This is an optimization exercise on Yosys and OpenROAD, whose aim is small area, a short achievable clock period and few clock cycles, not a production implementation. Only simulation tests tie the RTL to the original design; equivalence was not proved. Power is estimated from default activity; no workload was simulated.

File: flow/config.mk
export PLATFORM = sky130hd
export DESIGN_NAME = cpu
export DESIGN_NICKNAME = cpu
export VERILOG_FILES = /design/flow/design.v
export SDC_FILE = /design/flow/constraint.sdc
export NUM_CORES = 4
export LEC_CHECK = 0
export CAP_MARGIN = 20
export CORE_MARGIN = 2
export CORE_UTILIZATION = 40
export SLEW_MARGIN = 20
File: flow/constraint.sdc
create_clock -name core_clock -period 8.0 [get_ports {clk}]
set_input_delay 1.6000 -clock core_clock [delete_from_list [all_inputs] [get_ports {clk}]]
set_output_delay 1.6000 -clock core_clock [all_outputs]
set_load 0.01 [all_outputs]
File: flow/design.v
module vDFFE(clk, load, in, out);
  parameter n=1;
  input clk, load;
  input [n-1:0] in;
  output [n-1:0] out;
  reg [n-1:0] out;
  reg [n-1:0] vDFF_in;
  always@(*)
    vDFF_in = (load) ? in : out;
  always @(posedge clk)
    out <= vDFF_in;
endmodule
module shifter(in, shift, sout);
	input [15:0] in;
	input [1:0] shift;
	output reg [15:0] sout;
	always@(*) begin
		case(shift)
			2'b00: sout = in;
			2'b01: sout = in << 1;
			2'b10: sout = in >> 1;
			2'b11: begin
				sout = in >> 1;
				sout[15] = in[15];
			end
			default: sout = in;
		endcase
	end
endmodule
module ALU(Ain, Bin, ALUop, out, Z);
	input [15:0] Ain, Bin;
	input [1:0] ALUop;
	output reg Z;
	output reg [15:0] out;
	always@(*) begin
		casex(ALUop)
			2'b00: out = Ain + Bin;
			2'b01: out = Ain - Bin;
			2'b10: out = Ain & Bin;
			2'b11: out = ~Bin;
			default: out = 16'bxxxxxxxxxxxxxxxx;
		endcase
		Z = (out == 16'b0) ? 1'b1 : 1'b0;
	end
endmodule
module regfile(data_in, writenum, write, readnum, clk, data_out);
	input [15:0] data_in;
	input [2:0] writenum, readnum;
	input write, clk;
	output reg [15:0] data_out;
	reg [7:0] writenum_out, readnum_out;
	reg [15:0] R0, R1, R2, R3, R4, R5, R6, R7;
	always@(*) begin
		writenum_out = 8'b0;
		case(writenum)
			3'b000: writenum_out[0] = 1'b1;
			3'b001: writenum_out[1] = 1'b1;
			3'b010: writenum_out[2] = 1'b1;
			3'b011: writenum_out[3] = 1'b1;
			3'b100: writenum_out[4] = 1'b1;
			3'b101: writenum_out[5] = 1'b1;
			3'b110: writenum_out[6] = 1'b1;
			3'b111: writenum_out[7] = 1'b1;
			default: writenum_out = 8'b0;
		endcase
	end
	always@(posedge clk) begin
		if(write) begin
			case(writenum_out)
				8'b00000001: R0 <= data_in;
				8'b00000010: R1 <= data_in;
				8'b00000100: R2 <= data_in;
				8'b00001000: R3 <= data_in;
				8'b00010000: R4 <= data_in;
				8'b00100000: R5 <= data_in;
				8'b01000000: R6 <= data_in;
				8'b10000000: R7 <= data_in;
				default: {R0, R1, R2, R3, R4, R5, R6, R7} <= {8'b0, 8'b0, 8'b0, 8'b0, 8'b0, 8'b0, 8'b0, 8'b0};
			endcase
		end
	end
	always@(*) begin
		readnum_out = 8'b0;
		case(readnum)
			3'b000: readnum_out[0] = 1'b1;
			3'b001: readnum_out[1] = 1'b1;
			3'b010: readnum_out[2] = 1'b1;
			3'b011: readnum_out[3] = 1'b1;
			3'b100: readnum_out[4] = 1'b1;
			3'b101: readnum_out[5] = 1'b1;
			3'b110: readnum_out[6] = 1'b1;
			3'b111: readnum_out[7] = 1'b1;
			default: readnum_out = 8'b0;
		endcase
	end
	always@(*) begin
		case(readnum_out)
			8'b00000001: data_out = R0;
			8'b00000010: data_out = R1;
			8'b00000100: data_out = R2;
			8'b00001000: data_out = R3;
			8'b00010000: data_out = R4;
			8'b00100000: data_out = R5;
			8'b01000000: data_out = R6;
			8'b10000000: data_out = R7;
			default: data_out = 16'b0;
		endcase
	end
endmodule
module datapath(clk,readnum,vsel,loada,loadb,shift,asel,bsel,ALUop,loadc,loads,writenum,write,mdata,PC,sximm5,sximm8,Z_out,datapath_out);
  input clk;
  input [2:0] readnum, writenum;
  input [1:0] ALUop, shift;
  input write, loada, loadb, asel, bsel, loadc, loads;
  input [1:0] vsel;
  input [15:0] sximm5, sximm8, mdata;
  input [7:0] PC;
  output [15:0] datapath_out;
  output [2:0] Z_out;
  wire [15:0] data_out;
  wire [15:0] out;
  wire [15:0] sout;
  wire Z;
  wire [15:0] in;
  wire [15:0] in_loadA;
  wire [15:0] datapath_out;
  wire [2:0] Z_out;
  reg [15:0] data_in;
  reg [15:0] Ain;
  reg [15:0] Bin;
  reg [2:0] status_in;
  regfile REGFILE(.data_in(data_in),.writenum(writenum),.write(write),.readnum(readnum),.clk(clk),.data_out(data_out));
  ALU U2(.Ain(Ain),.Bin(Bin),.ALUop(ALUop),.out(out),.Z(Z));
  shifter U1(.in(in),.shift(shift),.sout(sout));
  always@(*)begin   
    case(vsel)
      2'b00: data_in = datapath_out;
      2'b01: data_in = {8'b0, PC};
      2'b10: data_in = sximm8;
      2'b11: data_in = mdata;
      default: data_in = 16'b0;
    endcase
  end
  always@(*)begin
    if(asel == 1'b1)  
      Ain = 16'b0000000000000000;
    else
      Ain = in_loadA;
  end
  always@(*)begin
    if(bsel == 1'b1)  
      Bin = sximm5;
    else
      Bin = sout;
  end
  always@(*) begin
    status_in[2] = (Ain[15]^Bin[15]) ? 0 : (out[15]^Ain[15]);
    status_in[1] = out[15];
    status_in[0] = Z;
  end
  vDFFE #(16) A(clk, loada, data_out, in_loadA);
  vDFFE #(16) B(clk, loadb, data_out, in);
  vDFFE #(16) C(clk, loadc, out, datapath_out);
  vDFFE #(3) STATUS(clk, loads, status_in, Z_out);
endmodule
module cpu(clk, reset, s, load, in, out, N, V, Z, w);
    input clk, reset, s, load;
    input [15:0] in;
    output [15:0] out;
    output reg N, V, Z, w;
    parameter Swait = 4'b0000, Sdecode = 4'b0001, SgetA = 4'b0010, SgetB = 4'b0011, Swrite = 4'b0100, Srewrite = 4'b0101, Salu = 4'b0110, Sshift = 4'b0111, Sloadout = 4'b1000;
    wire [15:0] decoder_in;
    reg [1:0] op, shift;
    reg [15:0] sximm5, sximm8;
    reg [2:0] opcode, readnum, writenum;
    reg [3:0] state;
    reg [2:0] nsel;
    reg [1:0] vsel;
    reg loada, loadb, asel, bsel, loadc, loads, write;
    wire [2:0] Z_out;
    vDFFE #(16) Instruct_Reg(clk, load, in, decoder_in);
    always@(*) begin
        op = decoder_in[12:11];
        sximm5 = { {11{decoder_in[4]}}, decoder_in[4:0] };
        sximm8 = { {8{decoder_in[7]}}, decoder_in[7:0] };
        shift = decoder_in[4:3];
        opcode = decoder_in[15:13];
    end
    always@(*)begin
       case(nsel)
            3'b001: begin
                readnum = decoder_in[2:0];
                writenum = decoder_in[2:0];
            end  
            3'b010: begin
                readnum = decoder_in[7:5];
                writenum = decoder_in[7:5];
            end  
            3'b100: begin
                readnum = decoder_in[10:8];
                writenum = decoder_in[10:8];
            end  
            default: {readnum, writenum} = 3'b0;
        endcase 
    end
    reg [3:0] state_t;
    reg w_t;
    reg [2:0] nsel_t;
    reg [1:0] vsel_t;
    reg loada_t, loadb_t, asel_t, bsel_t, loadc_t, loads_t, write_t;
    always @(posedge clk) begin
        {state_t, w_t, nsel_t, vsel_t} = {state, w, nsel, vsel};
        {loada_t, loadb_t, asel_t, bsel_t, loadc_t, loads_t, write_t} = {loada, loadb, asel, bsel, loadc, loads, write};
        if(reset == 1'b1) {w_t, state_t} = {1'b1, Swait};
        else begin
            case(state_t)
                Sdecode: begin
                    if(opcode == 3'b110 && op == 2'b10) {w_t, state_t} = {1'b0, Swrite};
                    else {w_t, state_t} = {1'b0, SgetA};
                end
                Swrite: state_t = Swait;
                Swait: begin 
                    state_t = (s == 1'b1) ? Sdecode : Swait;
                    w_t = ~s;
                end
                SgetA: state_t = SgetB;
                SgetB: begin
                    if(opcode == 3'b110 && op == 2'b0) state_t = Sshift;
                    else if(opcode == 3'b101) state_t = Salu;
                end
                Salu: state_t = Sloadout;
                Sshift: state_t = Sloadout;
                Sloadout: state_t = Srewrite;
                Srewrite: state_t = Swait;
                default: {state_t, w_t} = {Swait, 1'b1};
            endcase
        end
        case(state_t)
            SgetA: {nsel_t, loada_t, loadb_t} = {3'b100, 1'b1, 1'b0};
            SgetB: {nsel_t, loadb_t, loada_t} = {3'b001, 1'b1, 1'b0};
            Salu: {asel_t, bsel_t} = {1'b0, 1'b0};
            Sshift: {asel_t, bsel_t} = {1'b1, 1'b0};
            Sloadout: {loadc_t, loads_t} = {1'b1, 1'b1};
            Srewrite: {vsel_t, nsel_t, write_t} = {2'b0, 3'b010, 1'b1};
            Swrite: {vsel_t, nsel_t, write_t} = {2'b10, 3'b100, 1'b1};
            default: begin 
                {nsel_t, vsel_t} = {3'b0, 2'b0};
                {loada_t, loadb_t, loadc_t, loads_t, asel_t, bsel_t, write_t} = 1'b0;
            end
        endcase
        {state, w, nsel, vsel} <= {state_t, w_t, nsel_t, vsel_t};
        {loada, loadb, asel, bsel, loadc, loads, write} <= {loada_t, loadb_t, asel_t, bsel_t, loadc_t, loads_t, write_t};
    end
    datapath DP(
        .clk(clk), 
        .readnum(readnum), 
        .vsel(vsel), 
        .loada(loada), 
        .loadb(loadb), 
        .shift(shift),
        .asel(asel),
        .bsel(bsel),
        .ALUop(op),
        .loadc(loadc),
        .loads(loads),
        .writenum(writenum),
        .write(write),
        .mdata(16'b0),
        .PC(8'b0),
        .sximm5(sximm5),
        .sximm8(sximm8),
        .Z_out(Z_out),
        .datapath_out(out)
    );
    always @(*) begin
        V = Z_out[2];
        N = Z_out[1];
        Z = Z_out[0];
    end
endmodule
File: flow/run.sh
#!/bin/bash
# synth_recipe.tcl (not shown) runs the flow's synth.tcl, then flattens the netlist and writes it again
# the make line also repeats each setting of config.mk as NAME=value (left out here)
make -C /OpenROAD-flow-scripts/flow DESIGN_CONFIG=/design/flow/config.mk WORK_HOME=/design/flow/orfs CLKGATE_MAP_FILE= SYNTH_SCRIPT=/design/flow/synth_recipe.tcl finish
==> summary.txt, run 1 <==
==========================================================================================
Kind of end point of the critical path ......................................    flip-flop
Residual overflow from global routing .......................................            0
Worst r2r path cells ........................................................           19
Post-synthesis simple-gate area fraction ....................................        16.6%
Post-cts hold buffer count ..................................................            0
Main flop type after synthesis ..............................................     edfxtp_1
DRC violation count after routing ...........................................            0
Fill cells ..................................................................         2361
Element type at the critical path start .....................................    flip-flop
Maximum operating frequency .................................................    0.184 GHz
Arrival time at the worst endpoint ..........................................      5.80 ns
Clock Tree Root .............................................................    clkbuf_16
Floorplan Core Area .........................................................    25900 um2
Via density per instance ....................................................         5.72
Clock slew at the register clock pins of the worst setup and hold paths .....      0.06 ns
Net total in the final layout ...............................................          979
Instance count of the mapped netlist ........................................          908
Antenna diodes ..............................................................            0
Share of synthesized cell area in full adder, half adder and majority cells .        2.93%
Power per cell area .........................................................   251 nW/um2
Final antenna-violating net count ...........................................            0
Synthesized area ............................................................    10500 um2
Routed wire length per instance .............................................      21.0 um
Setup fix buffers added after clock tree synthesis ..........................            0
Die Width ...................................................................       166 um
Worst-Skew Late Latency .....................................................      0.54 ns
Port Buffer Count ...........................................................           39
Clock tree from TritonCTS ...................................................         done
Share of cell area taken by muxes after synthesis ...........................        2.57%
Setup tns final .............................................................         0 ns
Min Tclk post-route .........................................................      5.43 ns
Highest-count cells in the layout ignoring fill and taps .................... edfxtp_1 (203), nor2_1 (174), a21oi_1 (49)
Overall track demand over capacity in global routing ........................        19.4%
Clock sink count ............................................................          208
Share of the synthesized netlist area taken by xor and xnor gates ...........        1.75%
Avg Cell Area, Syn ..........................................................     11.6 um2
RSZ-0062 raised after global routing ........................................           no
Number of max-slew violations in the final report ...........................            0
Portion of the post-synthesis area used by sequential elements ..............        59.0%
Endpoints failing hold ......................................................            0
Proportion of register bits with asynchronous set or reset after synthesis ..           0%
Total number of placement rows ..............................................           59
Via count ...................................................................         7352
End point of the critical path .............................................. DP.STATUS.out[2]
Post-CTS resize count .......................................................            0
Relative slew slack .........................................................        27.4%
Effective utilization at floorplan ..........................................        40.5%
Initial antenna violation count .............................................            0
Maximum net fanout on the critical path .....................................           21
Post-synthesis compound-gate area fraction ..................................        14.2%
Largest net degree at the start of global routing ...........................           35
Worst Max-Slew Pin Slew .....................................................      1.09 ns
Post-route fraction of the period consumed by the critical path .............        67.9%
Flip-flop and latch count after synthesis ...................................          208
Worst setup startpoint ...................................................... Instruct_Reg.out[4]
Worst reg2reg path startpoint ............................................... Instruct_Reg.out[4]
Reg-to-Reg End .............................................................. DP.STATUS.out[2]
Number of DRC markers after the initial detailed-route iteration ............          621
Combinational family with the most area after synthesis ..................... simple AND/OR/NAND/NOR gates
Warnings from Yosys .........................................................            7
Pre-antenna DRT Iters .......................................................            6
Number of enable-type register cells in the synthesized netlist .............          203
Finished Core Util ..........................................................        46.0%
Vias in the first global route ..............................................         7098
CTS Buffer Depth ............................................................            3
Nets in the synthesized netlist .............................................          952
Share of cells above drive strength 1 .......................................        8.31%
Cell variety after synth ....................................................           79
Commonest non-fill, non-tap cell in the layout ..............................     edfxtp_1
Wire length of the first global-routing pass ................................     41600 um
Hold/Removal Path Class ..................................................... flip-flop to flip-flop
Total of endpoints with negative setup slack in the final report ............            0
Critical path class ......................................................... flip-flop to flip-flop
CTS Buf Count ...............................................................           24
Reg-to-reg setup timing slack ...............................................      2.57 ns
DIE AREA ....................................................................    27600 um2
Count of pins on the block boundary .........................................           40
Cell leakage power ..........................................................      4.26 nW
Max-capacitance violation count .............................................            0
Maximum vdd drop ............................................................       179 uV
HPWL after DPL ..............................................................     17900 um
Maximum clock skew at final layout ..........................................    0.0283 ns
Routed wire length ..........................................................     27000 um
Result of the run ...........................................................  timing/DRC/antenna clean
CTS H-tree depth ............................................................            1
Chip Height .................................................................       166 um
Required time of the critical path ..........................................      8.37 ns
Final weighted congestion of routability-driven global placement ............        0.835
Synthesis-to-finish area growth .............................................        13.5%
==========================================================================================
[how the worst min path moves through the flow]
stage | startpoint | end | slack [ns] | cells after the start
5_1_grt | w | w | 0.53 | 2
4_1_cts | w | w | 0.49 | 2
2_1_floorplan | w | w | 0.51 | 2
3_3_place_gp | w | w | 0.46 | 2
6_report | w | w | 0.48 | 2
3_5_place_dp | w | w | 0.47 | 2
[cell usage after synthesis (4+ instances only)]
cell type / n / area, um2
edfxtp_1: 203 / 6100
nor2_1: 174 / 653
a21oi_1: 50 / 250
nand2_1: 44 / 165
a22oi_1: 31 / 233
o21ai_0: 29 / 145
clkbuf_1: 28 / 105
nor2b_1: 27 / 169
ha_1: 23 / 288
mux2i_1: 18 / 180
inv_1: 16 / 60.1
nor3_1: 14 / 70.1
xnor2_1: 13 / 114
and2_1: 12 / 75.1
a221oi_1: 11 / 96.3
and3_1: 11 / 68.8
o21ai_1: 11 / 55.1
nand3_1: 10 / 50.1
o31ai_1: 10 / 75.1
nand3b_1: 8 / 60.1
xor2_1: 8 / 70.1
buf_6: 7 / 78.8
nor4_1: 7 / 43.8
o21a_1: 7 / 52.6
a211oi_1: 6 / 45.0
a31oi_1: 6 / 37.5
buf_2: 6 / 30.0
mux2_2: 6 / 67.6
nand4_1: 6 / 37.5
o21bai_1: 6 / 45.0
or3_1: 6 / 37.5
dfxtp_1: 5 / 100
nand2b_1: 5 / 31.3
nor4b_1: 5 / 43.8
or2_2: 5 / 31.3
a21o_1: 4 / 30.0
a31oi_2: 4 / 50.1
o22ai_1: 4 / 25.0
[sequential cells by signal (all words and copies together), names as in the netlist, 16 cells and up]
signal,count
DP.REGFILE.R3,16
DP.REGFILE.R6,16
DP.REGFILE.R1,16
DP.REGFILE.R2,16
DP.REGFILE.R4,16
Instruct_Reg.out,16
DP.REGFILE.R0,16
DP.B.out,16
DP.REGFILE.R7,16
DP.REGFILE.R5,16
DP.A.out,16
[metrics by stage]
stage	cell area [um2]	hold WS (ns)	total power [W]	instances	worst slack (ns)
final	11900	0.481	0.00299	1286	2.57
after global routing	11900	0.531	0.00312	1286	2.16
after CTS	11900	0.486	0.00300	1286	2.58
after detailed placement	11100	0.470	0.00192	1244	2.61
after global placement	11100	0.460	0.00192	1244	2.75
after floorplan	10500	0.514	0.00174	908	3.68
[routing by layer]
layer  GRT usage (%)  part of all wire [%]
met3            2.53                   5.5
met4            6.50                   3.0
met2            32.1                    48
met5               0                     0
met1            26.5                    44
[critical path, stage by stage (launching register included)]
cell and delay (ns):
edfxtp_1 0.47, inv_1 0.14, ha_1 0.60, inv_2 0.32, a2bb2oi_1 0.25, inv_1 0.08
ha_1 0.15, inv_1 0.05, o41ai_1 0.71, nand2_1 0.14, xnor2_1 0.16, ha_1 0.43
and4_1 0.25, and3_1 0.17, nor3_1 0.06, a21oi_1 0.25, nor3_1 0.12, o211a_2 0.30
or4_1 0.46, a21oi_1 0.15
[kinds of logic (layout without fill, tap and decap cells)]
family | after synthesis | in the layout
mux | 25 | 25
fa+ha+maj | 24 | 24
xor+xnor | 21 | 21
flops | 208 | 208
buf+inv | 64 | 107
compound gates | 211 | 211
simple gates | 355 | 355
[layout make-up]
type / count / area [um2] / share of cell area, %
clock inverter: 11 / 154 / 1.29
multi-input combinational: 636 / 4000 / 33.6
sequential: 208 / 6200 / 52.0
inverter: 18 / 67.6 / 0.567
clock buffer: 31 / 627 / 5.26
tap: 335 / 419 / 3.52
timing repair buffer: 47 / 450 / 3.78
[power by group]
group / internal [W] / switching (W)
registers: 0.00126 / 0.0000418
logic: 0.000228 / 0.000377
clock network: 0.000652 / 0.000428
Testbench counts, summed over its fixed seeds: cycles 20,508.
==> run 2: changes to the inputs <==
==> flow/design.v (replaced) <==
module shifter(in, shift, sout);
  input [15:0] in;
  input [1:0] shift;
  output reg [15:0] sout;
  always @(*)
    case (shift)
      2'b00: sout = in;
      2'b01: sout = {in[14:0], 1'b0};
      2'b10: sout = {1'b0, in[15:1]};
      default: sout = {in[15], in[15:1]};
    endcase
endmodule
module ALU(Ain, Bin, is_alu, ALUop, out, V);
  input [15:0] Ain, Bin;
  input is_alu;
  input [1:0] ALUop;
  output reg [15:0] out;
  output V;
  always @(*)
    if (!is_alu) out = Bin;
    else
      case (ALUop)
        2'b00: out = Ain + Bin;
        2'b01: out = Ain - Bin;
        2'b10: out = Ain & Bin;
        default: out = ~Bin;
      endcase
  assign V = is_alu & ~(Ain[15] ^ Bin[15]) & (out[15] ^ Ain[15]);
endmodule
module regfile(clk, write, writenum, data_in, readnum_a, data_a, readnum_b, data_b);
  input clk, write;
  input [2:0] writenum, readnum_a, readnum_b;
  input [15:0] data_in;
  output [15:0] data_a, data_b;
  reg [15:0] R0, R1, R2, R3, R4, R5, R6, R7;
  always @(posedge clk)
    if (write)
      case (writenum)
        3'd0: R0 <= data_in;
        3'd1: R1 <= data_in;
        3'd2: R2 <= data_in;
        3'd3: R3 <= data_in;
        3'd4: R4 <= data_in;
        3'd5: R5 <= data_in;
        3'd6: R6 <= data_in;
        3'd7: R7 <= data_in;
      endcase
  function [15:0] rd;
    input [2:0] n;
    input [15:0] r0, r1, r2, r3, r4, r5, r6, r7;
    case (n)
      3'd0: rd = r0;
      3'd1: rd = r1;
      3'd2: rd = r2;
      3'd3: rd = r3;
      3'd4: rd = r4;
      3'd5: rd = r5;
      3'd6: rd = r6;
      default: rd = r7;
    endcase
  endfunction
  assign data_a = rd(readnum_a, R0, R1, R2, R3, R4, R5, R6, R7);
  assign data_b = rd(readnum_b, R0, R1, R2, R3, R4, R5, R6, R7);
endmodule
module cpu(clk, reset, s, load, in, out, N, V, Z, w);
  input clk, reset, s, load;
  input [15:0] in;
  output [15:0] out;
  output N, V, Z, w;
  reg [13:0] ir;
  always @(posedge clk)
    if (load) ir <= in[13:0];
  wire [13:0] I = load ? in[13:0] : ir;
  wire       is_alu  = I[13];           
  wire       is_movi = ~I[13] & I[12];  
  wire [1:0] op = I[12:11];
  wire [2:0] rn = I[10:8];
  wire [2:0] rd = I[7:5];
  wire [1:0] sh = I[4:3];
  wire [2:0] rm = I[2:0];
  wire [15:0] sximm8 = {{8{I[7]}}, I[7:0]};
  wire [15:0] a_reg, m_reg;
  wire [2:0] wnum = is_movi ? rn : rd;
  wire [15:0] result;
  wire [15:0] wdata = is_movi ? sximm8 : result;
  regfile REGFILE(.clk(clk), .write(s), .writenum(wnum), .data_in(wdata),
                  .readnum_a(rn), .data_a(a_reg), .readnum_b(rm), .data_b(m_reg));
  wire [15:0] b;
  shifter U1(.in(m_reg), .shift(sh), .sout(b));
  wire v;
  ALU U2(.Ain(a_reg), .Bin(b), .is_alu(is_alu), .ALUop(op), .out(result), .V(v));
  reg [15:0] c;
  reg v_r;
  always @(posedge clk)
    if (s & ~is_movi) begin
      c <= result;
      v_r <= v;
    end
  reg w_r;
  always @(posedge clk)
    w_r <= ~reset;
  assign out = c;
  assign N = c[15];
  assign Z = ~|c;
  assign V = v_r;
  assign w = w_r;
endmodule
--- a/flow/config.mk
+++ b/flow/config.mk
@@ -7,2 +7,3 @@
 export LEC_CHECK = 0
+export ABC_AREA = 1
 export CAP_MARGIN = 20
@@ -10,2 +11,3 @@
 export CORE_UTILIZATION = 40
+export SETUP_SLACK_MARGIN = 2
 export SLEW_MARGIN = 20
==> run 2 against run 1 <==
  * Still clean
  * Sequential power decreased by 16%
  * Sequential share of layout area is 12 points lower
  * Synthesized cell count grew 20%
  * Critical path type is now primary input to flip-flop
  * Largest cell class unchanged
  * Largest power group is now combinational cells
==> summary.txt, run 2 <==
=========================================================================================
RSZ-0062 raised after global routing .......................................           no
Largest net degree at the start of global routing ..........................           34   -2.9%
Crit-path most repeated cell ...............................................      nand2_2
Routed wire length .........................................................     32200 um   +19%
Cell with the largest stage delay on the worst path ........................      a221o_1
Area of the multi-input gates ..............................................     4580 um2   +14%
Result of the run ..........................................................  timing/DRC/antenna clean
Avg Cell Area, Syn .........................................................     8.80 um2   -24%
Initial antenna violation count ............................................            0   unchanged
Hold/Removal Path Class .................................................... flip-flop to flip-flop
Net total in the final layout ..............................................         1209   +23%
Share of cells above drive strength 1 ......................................        18.3%   +10 points
Maximum net fanout on the critical path ....................................           15   -29%
Cell leakage power .........................................................      4.77 nW   +12%
Worst hold path stage count ................................................            2   unchanged
Overall track demand over capacity in global routing .......................        24.6%   +5.2 points
Post-cts hold buffer count .................................................            0   unchanged
Highest-count cells in the layout ignoring fill and taps ................... nand2_1 (222), edfxtp_1 (145), nand3_1 (109)
Critical path class ........................................................ primary input to flip-flop
Storage element area .......................................................     4650 um2   -25%
Worst-Skew Late Latency ....................................................      0.45 ns   -0.09 ns
Relative slew slack ........................................................        22.8%   -4.6 points
Arrival time at the worst endpoint .........................................      5.95 ns   +0.15 ns
Fraction of post-synthesis cell area in the top cell type by area ..........        45.4%   -13 points
Clock sink count ...........................................................          160   -23%
Fill cells .................................................................         2231   -5.5%
Warnings from Yosys ........................................................            4   -3
CTS Buffer Depth ...........................................................            2   -1
Total of endpoints with negative setup slack in the final report ...........            0   unchanged
Commonest non-fill, non-tap cell in the layout .............................      nand2_1
Chip Height ................................................................       159 um   -4.3%
Endpoints failing hold .....................................................            0   unchanged
Leading cell types by total area after synthesis ........................... edfxtp_1 (45%), nand2_1 (9.2%), nand3_1 (5.7%)
Synthesized area ...........................................................     9590 um2   -8.6%
Cell family with most CP delay ............................................. simple AND/OR/NAND/NOR gates
Post-route fraction of the period consumed by the critical path ............        72.1%   +4.1 points
Final antenna-violating net count ..........................................            0   unchanged
Proportion of register bits with asynchronous set or reset after synthesis .           0%   unchanged
Routed wire length per instance ............................................      21.4 um   +2.0%
Top-count cell post-synth ..................................................      nand2_1
Wire length of the first global-routing pass ...............................     47700 um   +15%
CTS H-tree depth ...........................................................            4   +3
Worst r2r path cells .......................................................           27   +8
Nets in the synthesized netlist ............................................         1129   +19%
Via density per instance ...................................................         5.90   +3.1%
Number of enable-type register cells in the synthesized netlist ............          145   -29%
Count of pins on the block boundary ........................................           40   unchanged
Element type at the critical path start .................................... primary input
Effective utilization at floorplan .........................................        40.7%   +0.23 points
Worst Max-Slew Pin Slew ....................................................      1.15 ns   +0.0575 ns
Maximum vdd drop ...........................................................       127 uV   -29%
Clock Tree Root ............................................................    clkbuf_16
Portion of the post-synthesis area used by sequential elements .............        48.5%   -11 points
Hold path endpoint .........................................................        ir[5]
Reg-to-reg setup timing slack ..............................................      3.43 ns   +0.86 ns
DIE AREA ...................................................................    25200 um2   -8.4%
Total number of placement rows .............................................           56   -5.1%
Maximum clock skew at final layout .........................................    0.0148 ns   -0.0135 ns
Via count ..................................................................         8855   +20%
Die Width ..................................................................       159 um   -4.3%
Setup tns final ............................................................         0 ns   unchanged
Cell variety after synth ...................................................           51   -35%
Floorplan Core Area ........................................................    23500 um2   -9.1%
Port Buffer Count ..........................................................           37   -5.1%
Kind of end point of the critical path .....................................    flip-flop
Reg-to-Reg End ............................................................. REGFILE.R3[15]
Crit path buf inv count ....................................................            8   +4
Clock tree from TritonCTS ..................................................         done
Number of DRC markers after the initial detailed-route iteration ...........         1084   +75%
Maximum operating frequency ................................................    0.173 GHz   -5.8%
Antenna diodes .............................................................            0   unchanged
DRC violation count after routing ..........................................            0   unchanged
HPWL after DPL .............................................................     20900 um   +17%
Final weighted congestion of routability-driven global placement ...........        0.907   +8.7%
CTS Buf Count ..............................................................           17   -29%
Min Tclk post-route ........................................................      5.77 ns   +0.332 ns
Worst Min Path Start .......................................................        ir[5]
Synthesis-to-finish area growth ............................................        20.9%
Number of max-slew violations in the final report ..........................            0   unchanged
Required time of the critical path .........................................      8.19 ns   -0.18 ns
Clock slew at the register clock pins of the worst setup and hold paths ....      0.07 ns   about the same
Residual overflow from global routing ......................................            0   unchanged
Hold slack final ...........................................................     0.542 ns   +0.0608 ns
Worst reg2reg path startpoint ..............................................        ir[0]
Power per cell area ........................................................   265 nW/um2   +5.7%
Pre-antenna DRT Iters ......................................................            6   unchanged
Vias in the first global route .............................................         8127   +14%
Cell taking the most area after synthesis ..................................     edfxtp_1
Leading cell types by count after synthesis ................................ nand2_1 (235), edfxtp_1 (145), nand3_1 (110)
Main flop type after synthesis .............................................     edfxtp_1
Instance count of the mapped netlist .......................................         1090   +20%
Max-capacitance violation count ............................................            0   unchanged
Delay of the slowest critical-path stage ...................................      0.33 ns   -0.38 ns
Flip-flop and latch count after synthesis ..................................          160   -23%
=========================================================================================
run 2: final cells by class:
cell class / count / share of cell area (%)
flip-flops and latches: 160 / 40.1
multi-input cells: 784 / 39.5
repair buffers: 110 / 8.54
clock buffers: 17 / 3.67
well taps: 319 / 3.44
inverters: 97 / 3.38
clock inverters: 15 / 1.37
run 2: per-layer routing:
| layer | vias up | wire length (um) | track usage (%) |
|---|---|---|---|
| met3 | 116 | 3350 | 5.07 |
| met4 | 0 | 1280 | 9.50 |
| li1 | 4046 | - | - |
| met5 | - | 0 | 0 |
| met1 | 4173 | 12800 | 32.2 |
| met2 | 520 | 14800 | 40.2 |
run 2: cell families after synthesis:
kind of cell	count (synthesis)	share of synthesized area (%)
compound gates	173	11.4
xor+xnor	14	1.28
fa+ha+maj	19	2.56
buf+inv	151	7.38
flops	160	48.5
simple gates	573	28.9
run 2: power breakdown:
part / switching [W] / internal [W] / leakage, nW
clock: 0.000398 / 0.000419 / 0.282
sequential: 0.0000315 / 0.00107 / 1.47
combinational: 0.000760 / 0.000399 / 3.02
run 2: repair_timing:
action,4_1_cts,5_1_grt
resized for setup,49,42
endpoints found under the setup margin,113,93
cloned,4,2
buffers inserted,19,15
pin swaps,10,14
run 2: tightest hold or removal path: stages, from the launching register on:
cell and delay, ns:
dfxtp_1 0.31, o21ai_0 0.09, inv_1 0.11
run 2: worst max-delay path by stage:
stage	from	end	slack (ns)	depth (start not counted)
3_5_place_dp	load	REGFILE.R3[12]	0.67	32
5_1_grt	load	REGFILE.R7[9]	1.96	35
4_1_cts	load	REGFILE.R0[10]	2.11	32
2_1_floorplan	load	REGFILE.R0[12]	2.51	34
3_3_place_gp	load	REGFILE.R1[12]	0.68	32
6_report	load	REGFILE.R3[15]	2.23	32
run 2: through the flow:
step	setup WS, ns	cells	power [W]	area, um2	util, %
after floorplan	2.51	1090	0.00179	9590	-
after global placement	0.675	1430	0.00210	10300	43.8
after detailed placement	0.667	1430	0.00212	10300	43.8
after CTS	2.11	1485	0.00299	11300	48.0
after global routing	1.96	1502	0.00323	11600	49.3
final	2.23	1502	0.00308	11600	49.3
Testbench counts of run 2, summed over its fixed seeds: cycles 3,200.
==> run 3: changes to the inputs <==
--- a/flow/config.mk
+++ b/flow/config.mk
@@ -11,3 +11,3 @@
 export CORE_UTILIZATION = 40
-export SETUP_SLACK_MARGIN = 2
+export SETUP_SLACK_MARGIN = 3
 export SLEW_MARGIN = 20
==> run 3 against run 2 <==
  * Cell count is 7.9% higher
  * Still clean on timing, DRC and antenna
  * Setup slack better by 0.26 ns
  * Clock power is 6.1% higher
  * Design area is 17% higher
  * Critical path depth is 1 lower
  * Clock-buffer cell count stayed put
  * Synthesized cell count stayed put
==> summary.txt, run 3 <==
==========================================================================================
Result of the run ...........................................................  timing/DRC/antenna clean
Number of DRC markers after the initial detailed-route iteration ............         1215   +12%
Post-route fraction of the period consumed by the critical path .............        68.8%   -3.2 points
Number of enable-type register cells in the synthesized netlist .............          145   unchanged
Total number of placement rows ..............................................           56   unchanged
Final design area excluding fillers .........................................    13600 um2   +17%
Share of cells above drive strength 1 .......................................        37.7%   +19 points
Maximum operating frequency .................................................    0.182 GHz   +4.7%
Max-capacitance violation count .............................................            0   unchanged
Smallest setup slack after layout ...........................................      2.49 ns   +0.258 ns
Clock slew at the register clock pins of the worst setup and hold paths .....      0.08 ns   about the same
Leading cell types by count after synthesis ................................. nand2_1 (235), edfxtp_1 (145), nand3_1 (110)
Portion of the post-synthesis area used by sequential elements ..............        48.5%   unchanged
Maximum vdd drop ............................................................       128 uV   +1.2%
Critical path class ......................................................... primary input to flip-flop
Hold/Removal Path Class ..................................................... flip-flop to flip-flop
Min Tclk post-route .........................................................      5.51 ns   -0.258 ns
Arrival time at the worst endpoint ..........................................      5.75 ns   -0.20 ns
Floorplan Core Area .........................................................    23500 um2   unchanged
Setup tns final .............................................................         0 ns   unchanged
HPWL after DPL ..............................................................     20900 um   about the same
Worst-Skew Late Latency .....................................................      0.44 ns   about the same
Post-synthesis simple-gate area fraction ....................................        28.9%   unchanged
Total of endpoints with negative setup slack in the final report ............            0   unchanged
Port Buffer Count ...........................................................           37   unchanged
Overall track demand over capacity in global routing ........................        27.3%   +2.7 points
Main flop type after synthesis ..............................................     edfxtp_1
Endpoints failing hold ......................................................            0   unchanged
Element type at the critical path start ..................................... primary input
Commonest non-fill, non-tap cell in the layout ..............................      nand2_1
Post-cts hold buffer count ..................................................            0   unchanged
Storage element area ........................................................     4650 um2   unchanged
Area of the multi-input gates ...............................................     5410 um2   +18%
RSZ-0062 raised after global routing ........................................          yes
CTS H-tree depth ............................................................            4   unchanged
Share of cell area taken by muxes after synthesis ...........................           0%   unchanged
Finished Core Util ..........................................................        57.9%   +8.6 points
CTS Buf Count ...............................................................           17   unchanged
CTS Buffer Depth ............................................................            2   unchanged
Pre-antenna DRT Iters .......................................................            6   unchanged
Placement-stage cell area ...................................................    10300 um2   +0.15%
Number of max-slew violations in the final report ...........................            0   unchanged
Cell taking the most area after synthesis ...................................     edfxtp_1
Combinational family with the most area after synthesis ..................... simple AND/OR/NAND/NOR gates
Via density per instance ....................................................         5.97   +1.3%
Wire length of the first global-routing pass ................................     52800 um   +11%
Vias in the first global route ..............................................         9070   +12%
Flip-flop and latch count after synthesis ...................................          160   unchanged
Cell with the largest stage delay on the worst path .........................         ha_1
Cell leakage power ..........................................................      5.56 nW   +16%
Fraction of post-synthesis cell area in the top cell type by area ...........        45.4%   unchanged
Worst slack at placement ....................................................     0.495 ns   -0.172 ns
Synthesized area ............................................................     9590 um2   unchanged
Routed wire length ..........................................................     36100 um   +12%
Via count ...................................................................         9673   +9.2%
DIE AREA ....................................................................    25200 um2   unchanged
Fill cells ..................................................................         1911   -14%
Effective utilization at floorplan ..........................................        40.7%   unchanged
Clock tree from TritonCTS ...................................................         done
Antenna diodes ..............................................................            0   unchanged
Cell variety after synth ....................................................           51   unchanged
Share of synthesized cell area in full adder, half adder and majority cells .        2.56%   unchanged
DRC violation count after routing ...........................................            0   unchanged
Nets in the synthesized netlist .............................................         1129   unchanged
Instance count of the mapped netlist ........................................         1090   unchanged
Crit-path most repeated cell ................................................      nand2_1
Kind of end point of the critical path ......................................    flip-flop
Required time of the critical path ..........................................      8.24 ns   +0.05 ns
Final antenna-violating net count ...........................................            0   unchanged
Highest-count cells in the layout ignoring fill and taps .................... nand2_1 (178), buf_4 (150), edfxtp_1 (145)
Largest net degree at the start of global routing ...........................           26   -24%
Net total in the final layout ...............................................         1327   +9.8%
Top-count cell post-synth ...................................................      nand2_1
Maximum net fanout on the critical path .....................................            8   -7
Count of pins on the block boundary .........................................           40   unchanged
Worst Max-Slew Pin Slew .....................................................      1.05 ns   -0.101 ns
Power per cell area .........................................................   269 nW/um2   +1.5%
Warnings from Yosys .........................................................            4   unchanged
Chip Height .................................................................       159 um   unchanged
Clock sink count ............................................................          160   unchanged
Routed wire length per instance .............................................      22.3 um   +4.0%
Residual overflow from global routing .......................................            0   unchanged
Avg Cell Area, Syn ..........................................................     8.80 um2   unchanged
Die Width ...................................................................       159 um   unchanged
Delay of the slowest critical-path stage ....................................      0.34 ns   about the same
Relative slew slack .........................................................        30.2%   +7.4 points
Total power of the final layout .............................................    0.00367 W   +19%
Post-synthesis compound-gate area fraction ..................................        11.4%   unchanged
Final weighted congestion of routability-driven global placement ............        0.920   +1.5%
Worst r2r path cells ........................................................           29   +7.4%
Synthesis-to-finish area growth .............................................        42.0%
Proportion of register bits with asynchronous set or reset after synthesis ..           0%   unchanged
Clock Tree Root .............................................................    clkbuf_16
Maximum clock skew at final layout ..........................................    0.0166 ns   +0.00182 ns
Worst hold path stage count .................................................            2   unchanged
Share of the synthesized netlist area taken by xor and xnor gates ...........        1.28%   unchanged
Leading cell types by total area after synthesis ............................ edfxtp_1 (45%), nand2_1 (9.2%), nand3_1 (5.7%)
Initial antenna violation count .............................................            1   +1
==========================================================================================
==> run 3: per-stage QoR <==
stage	std cells	hold slack [ns]
floorplan	1090	0.431
global placement	1423	0.499
detailed placement	1423	0.512
CTS	1576	0.553
global route	1620	0.582
finish	1620	0.562
==> run 3: cell type report <==
cell class / count / area share (%)
clock buffers: 17 / 3.12
clock inverters: 15 / 1.43
inverters: 97 / 3.17
multi-input cells: 784 / 39.7
flip-flops and latches: 160 / 34.2
well taps: 319 / 2.93
repair buffers: 227 / 15.4
repair inverters: 1 / 0.0643
==> run 3: metal layers <==
| metal | up-vias | GRT usage [%] | routed length [um] |
|---|---|---|---|
| met3 | 131 | 6.06 | 3850 |
| met1 | 4638 | 35.0 | 14000 |
| met5 | - | 0 | 0 |
| met2 | 608 | 44.3 | 16700 |
| li1 | 4296 | - | - |
| met4 | 0 | 12.0 | 1610 |
==> run 3: cells by family after synthesis <==
family                   count (synthesis)
AO/OA/AOI/OAI                          173
XOR/XNOR                                14
adder cells (fa/ha/maj)                 19
buffers and inverters                  151
flip-flops                             160
AND/OR/NAND/NOR                        573
==> run 3: where the power goes <==
| part | total [W] | leakage, nW | switching, W | internal [W] |
|---|---|---|---|---|
| Clock | 0.000867 | 0.294 | 0.000390 | 0.000477 |
| Sequential | 0.00110 | 1.47 | 0.0000333 | 0.00107 |
| Combinational | 0.00170 | 3.80 | 0.000995 | 0.000704 |
| Total | 0.00367 | 5.56 | 0.00142 | 0.00225 |
==> run 3: what timing repair did <==
item,in CTS,in global routing
pin swaps,91,72
resized for setup,235,105
buffers inserted,113,44
hold endpoints to repair,0,0
cloned,8,0
endpoints found under the setup margin,256,140
==> run 3: critical path, delay by kind of cell <==
family	cells	cell delay [ns]
and+or+nand+nor	15	1.72
adders and majority gates	2	0.49
buffers and inverters	7	0.80
xor gates and xnor gates	1	0.15
AOI/OAI and AO/OA	6	0.97
==> run 3: worst paths after layout <==
kind         start              to  slack [ns]
max           load  REGFILE.R3[13]        2.49
min          ir[8]           ir[8]        0.56
max reg2reg  ir[2]  REGFILE.R3[13]        3.45
min reg2reg  ir[8]           ir[8]        0.56
==> run 4: changes to the inputs <==
--- a/flow/config.mk
+++ b/flow/config.mk
@@ -7,3 +7,2 @@
 export LEC_CHECK = 0
-export ABC_AREA = 1
 export CAP_MARGIN = 20
@@ -11,3 +10,2 @@
 export CORE_UTILIZATION = 40
-export SETUP_SLACK_MARGIN = 3
 export SLEW_MARGIN = 20
==> run 4 against run 3 <==
  * Still clean on timing, DRC and antenna
  * Core utilization shrank 11 points
  * Die area shrank 0.82%
  * Non-clock buffer count shrank 133
  * Combinational power decreased by 36%
  * Critical path depth shrank 8
  * Flip-flop and latch count stayed put
==> summary.txt, run 4 <==
==========================================================================================
Result of the run ...........................................................  timing/DRC/antenna clean
Setup fix buffers added after clock tree synthesis ..........................            0   -100%
Highest-count cells in the layout ignoring fill and taps .................... edfxtp_1 (145), nand2_1 (137), nor2_1 (79)
Post-route fraction of the period consumed by the critical path .............        93.4%   +25 points
Power per cell area .........................................................   270 nW/um2   +0.38%
Avg Cell Area, Syn ..........................................................     10.1 um2   +15%
Hold path endpoint ..........................................................        ir[6]
Main flop type after synthesis ..............................................     edfxtp_1
Pre-antenna DRT Iters .......................................................            7   +1
Warnings from Yosys .........................................................            4   unchanged
Cell taking the most area after synthesis ...................................     edfxtp_1
Share of cell area taken by muxes after synthesis ...........................        7.20%   +7.2 points
DRC violation count after routing ...........................................            0   unchanged
Fill cells ..................................................................         2198   +15%
Portion of the post-synthesis area used by sequential elements ..............        48.9%   +0.41 points
Worst slack at placement ....................................................     0.180 ns   -0.316 ns
Maximum net fanout on the critical path .....................................            8   unchanged
Max-capacitance violation count .............................................            0   unchanged
HPWL after DPL ..............................................................     22600 um   +8.1%
Finished Core Util ..........................................................        47.0%   -11 points
Clock tree from TritonCTS ...................................................         done
Element type at the critical path start ..................................... primary input
Number of instances in the placed design ....................................         1295   -9.0%
Synthesized area ............................................................     9510 um2   -0.85%
Via count ...................................................................         8269   -15%
Worst reg2reg path startpoint ...............................................        ir[2]
Total of endpoints with negative setup slack in the final report ............            0   unchanged
Clock sink count ............................................................          160   unchanged
Worst Max-Slew Pin Slew .....................................................     0.977 ns   -0.0685 ns
CTS H-tree depth ............................................................            4   unchanged
Post-CTS resize count .......................................................            0   -100%
Cell variety after synth ....................................................           78   +53%
Post-cts hold buffer count ..................................................            0   unchanged
Combinational family with the most area after synthesis ..................... compound AO/OA/AOI/OAI gates
Proportion of register bits with asynchronous set or reset after synthesis ..           0%   unchanged
Fraction of post-synthesis cell area in the top cell type by area ...........        45.8%   +0.39 points
Instance count of the mapped netlist ........................................          939   -14%
Wire length of the first global-routing pass ................................     47300 um   -10%
Flip-flop and latch count after synthesis ...................................          160   unchanged
Nets in the synthesized netlist .............................................          978   -13%
Port Buffer Count ...........................................................           37   unchanged
Cell leakage power ..........................................................      3.95 nW   -29%
Endpoints failing hold ......................................................            0   unchanged
Residual overflow from global routing .......................................            0   unchanged
Critical path class ......................................................... primary input to flip-flop
Via density per instance ....................................................         6.23   +4.3%
Met2 routed wirelength ......................................................     14100 um   -15%
DIE AREA ....................................................................    25000 um2   -0.82%
Chip Height .................................................................       158 um   -0.41%
Post-synthesis compound-gate area fraction ..................................        20.7%   +9.3 points
Share of the synthesized netlist area taken by xor and xnor gates ...........        1.93%   +0.66 points
Cell-by-cell trace of the critical path ..................................... clkdlybuf4s50_1, buf_4, and3_1, nor2_1, o221ai_1, a31oi_1, a2111oi_2, buf_4, a211oi_1, a21oi_1, ha_1, a21oi_1, ha_1, nor2b_1, o31a_1, o211ai_1, a21oi_1, nand4b_1, a41o_1, and3_1, a2111oi_2, o31ai_4, o21ai_1
Worst hold path stage count .................................................            1   -1
Cell with the largest stage delay on the worst path ......................... clkdlybuf4s50_1
Count of pins on the block boundary .........................................           40   unchanged
Routed wire length per instance .............................................      23.9 um   +7.2%
CTS Buffer Depth ............................................................            2   unchanged
Required time of the critical path ..........................................      8.15 ns   -0.09 ns
Clock slew at the register clock pins of the worst setup and hold paths .....      0.08 ns   about the same
Routed wire length ..........................................................     31700 um   -12%
Floorplan Core Area .........................................................    23400 um2   -0.60%
Hold/Removal Path Class ..................................................... flip-flop to flip-flop
Net total in the final layout ...............................................         1034   -22%
Arrival time at the worst endpoint ..........................................      7.62 ns   +1.87 ns
Reg-to-reg setup timing slack ...............................................      1.68 ns   -1.77 ns
Number of enable-type register cells in the synthesized netlist .............          145   unchanged
Number of DRC markers after the initial detailed-route iteration ............          897   -26%
Worst Min Path Start ........................................................        ir[6]
M1 wire length ..............................................................     13300 um   -4.9%
RSZ-0062 raised after global routing ........................................           no
Max Used Layer ..............................................................         met4
Final non-filler cell total .................................................         1328   -18%
Worst r2r path cells ........................................................           22   -24%
Reg-to-Reg End .............................................................. REGFILE.R2[15]
Final weighted congestion of routability-driven global placement ............        0.908   -1.3%
Share of cells above drive strength 1 .......................................        12.7%   -25 points
Crit-path most repeated cell ................................................      a21oi_1
Number of max-slew violations in the final report ...........................            0   unchanged
Share of synthesized cell area in full adder, half adder and majority cells .        2.58%   +0.022 points
Final antenna-violating net count ...........................................            0   unchanged
Maximum clock skew at final layout ..........................................    0.0158 ns   -0.000838 ns
Total number of placement rows ..............................................           56   unchanged
Delay of the slowest critical-path stage ....................................      0.66 ns   +0.32 ns
Worst-Skew Late Latency .....................................................      0.44 ns   about the same
Setup tns final .............................................................         0 ns   unchanged
Commonest non-fill, non-tap cell in the layout ..............................     edfxtp_1
Min Tclk post-route .........................................................      7.47 ns   +1.97 ns
Maximum vdd drop ............................................................       161 uV   +26%
Vias in the first global route ..............................................         7639   -16%
Synthesis-to-finish area growth .............................................        15.7%
Overall track demand over capacity in global routing ........................        25.8%   -1.4 points
Die Width ...................................................................       158 um   -0.41%
Largest net degree at the start of global routing ...........................           31   +19%
Effective utilization at floorplan ..........................................        40.6%   -0.10 points
Length of routed met3 wiring ................................................      3060 um   -21%
Leading cell types by total area after synthesis ............................ edfxtp_1 (46%), nand2_1 (5.4%), mux2i_1 (5.2%)
CTS Buf Count ...............................................................           17   unchanged
Smallest setup slack after layout ...........................................     0.526 ns   -1.97 ns
Kind of end point of the critical path ......................................    flip-flop
Top-count cell post-synth ...................................................     edfxtp_1
Clock Tree Root .............................................................    clkbuf_16
Initial antenna violation count .............................................            1   unchanged
Post-synthesis simple-gate area fraction ....................................        15.0%   -14 points
Relative slew slack .........................................................        34.6%   +4.4 points
Maximum operating frequency .................................................    0.134 GHz   -26%
Leading cell types by count after synthesis ................................. edfxtp_1 (145), nand2_1 (137), nor2_1 (79)
==========================================================================================
==> run 4: final cells by class <==
cell class                 instances  area (um2)  share of cell area [%]
tap                              319         399                    3.63
inverter                          21        78.8                   0.716
multi-input combinational        701        4540                    41.3
sequential                       160        4650                    42.3
clock buffer                      19         433                    3.93
antenna                            1        2.50                  0.0227
timing repair buffer              94         793                    7.21
clock inverter                    13         101                   0.921
==> run 4: logic make-up after synthesis <==
| group | Yosys count |
|---|---|
| adders and majority gates | 19 |
| muxes | 64 |
| DFF | 160 |
| and+or+nand+nor | 318 |
| buffers and inverters | 78 |
| xor gates and xnor gates | 21 |
| AOI/OAI and AO/OA | 279 |
==> run 4: worst max-delay path by stage <==
stage	startpoint	end	slack (ns)	depth (start not counted)
floorplan	load	REGFILE.R0[15]	1.57	21
global placement	in[0]	REGFILE.R2[15]	0.31	24
detailed placement	in[0]	REGFILE.R0[15]	0.18	23
CTS	in[0]	REGFILE.R2[15]	0.62	23
global route	in[0]	REGFILE.R6[15]	0.30	24
finish	in[0]	REGFILE.R2[15]	0.53	23
==> run 4: per-layer routing <==
metal	track usage, %	vias to the layer above
li1	-	3714
met1	35.2	3995
met2	40.4	478
met3	5.31	82
met4	10.4	0
met5	0	-
==> run 4: report_power, final <==
| group | switching (W) | internal [W] | total (W) |
|---|---|---|---|
| clock network | 0.000368 | 0.000402 | 0.000770 |
| registers | 0.0000405 | 0.00107 | 0.00111 |
| logic | 0.000682 | 0.000411 | 0.00109 |
==> run 4: stage by stage <==
| step | hold WS, ns | total power, W | area (um2) |
|---|---|---|---|
| 6_report | 0.521 | 0.00297 | 11000 |
| 5_1_grt | 0.532 | 0.00311 | 11000 |
| 4_1_cts | 0.525 | 0.00295 | 11000 |
| 3_5_place_dp | 0.508 | 0.00219 | 10500 |
| 3_3_place_gp | 0.505 | 0.00218 | 10500 |
| 2_1_floorplan | 0.471 | 0.00183 | 9510 |
==> run 4: critical path: cells and delay by family <==
family          cells  cell delay (ns)
fa+ha+maj           2             0.57
simple gates        5             1.14
buf+inv             3             1.07
compound gates     13             3.23

[what the ideal ports hide]
How much do the figures lean on ideal ports? The routed layouts below were timed once more, with nothing changed but the port constraints. Step 1 sets driving cells, clkbuf_16 on the clock port and buf_2 on the other inputs (assumed; they add their load-dependent delay and slew). Step 2, shift: input delay + t, output delay - t, t = (earliest + latest rising clock arrival at the registers) / 2. This alone moves slack from input paths to output paths. Three values: ideal ports, drivers, drivers and shift; two values: the first two.
run	t (ns)	setup WS [ns]	worst hold slack (ns)	worst slew at a driven data input, ns
run 1	0.567	2.566 / 2.566 / 2.566	0.481 / 0.481 / 0.481	0.03
run 2	0.484	2.235 / 2.258 / 1.773	0.542 / 0.542 / 0.542	0.04
run 3	0.473	2.492 / 2.451 / 1.978	0.562 / 0.562 / 0.562	0.08
run 4	0.476	0.526 / 0.537 / 0.062	0.521 / 0.521 / 0.521	0.06
After both steps setup and hold are still met in every run listed. The setup slack of run 3, which loses most, moves by -0.041 ns with the drivers and by -0.514 ns with both steps.
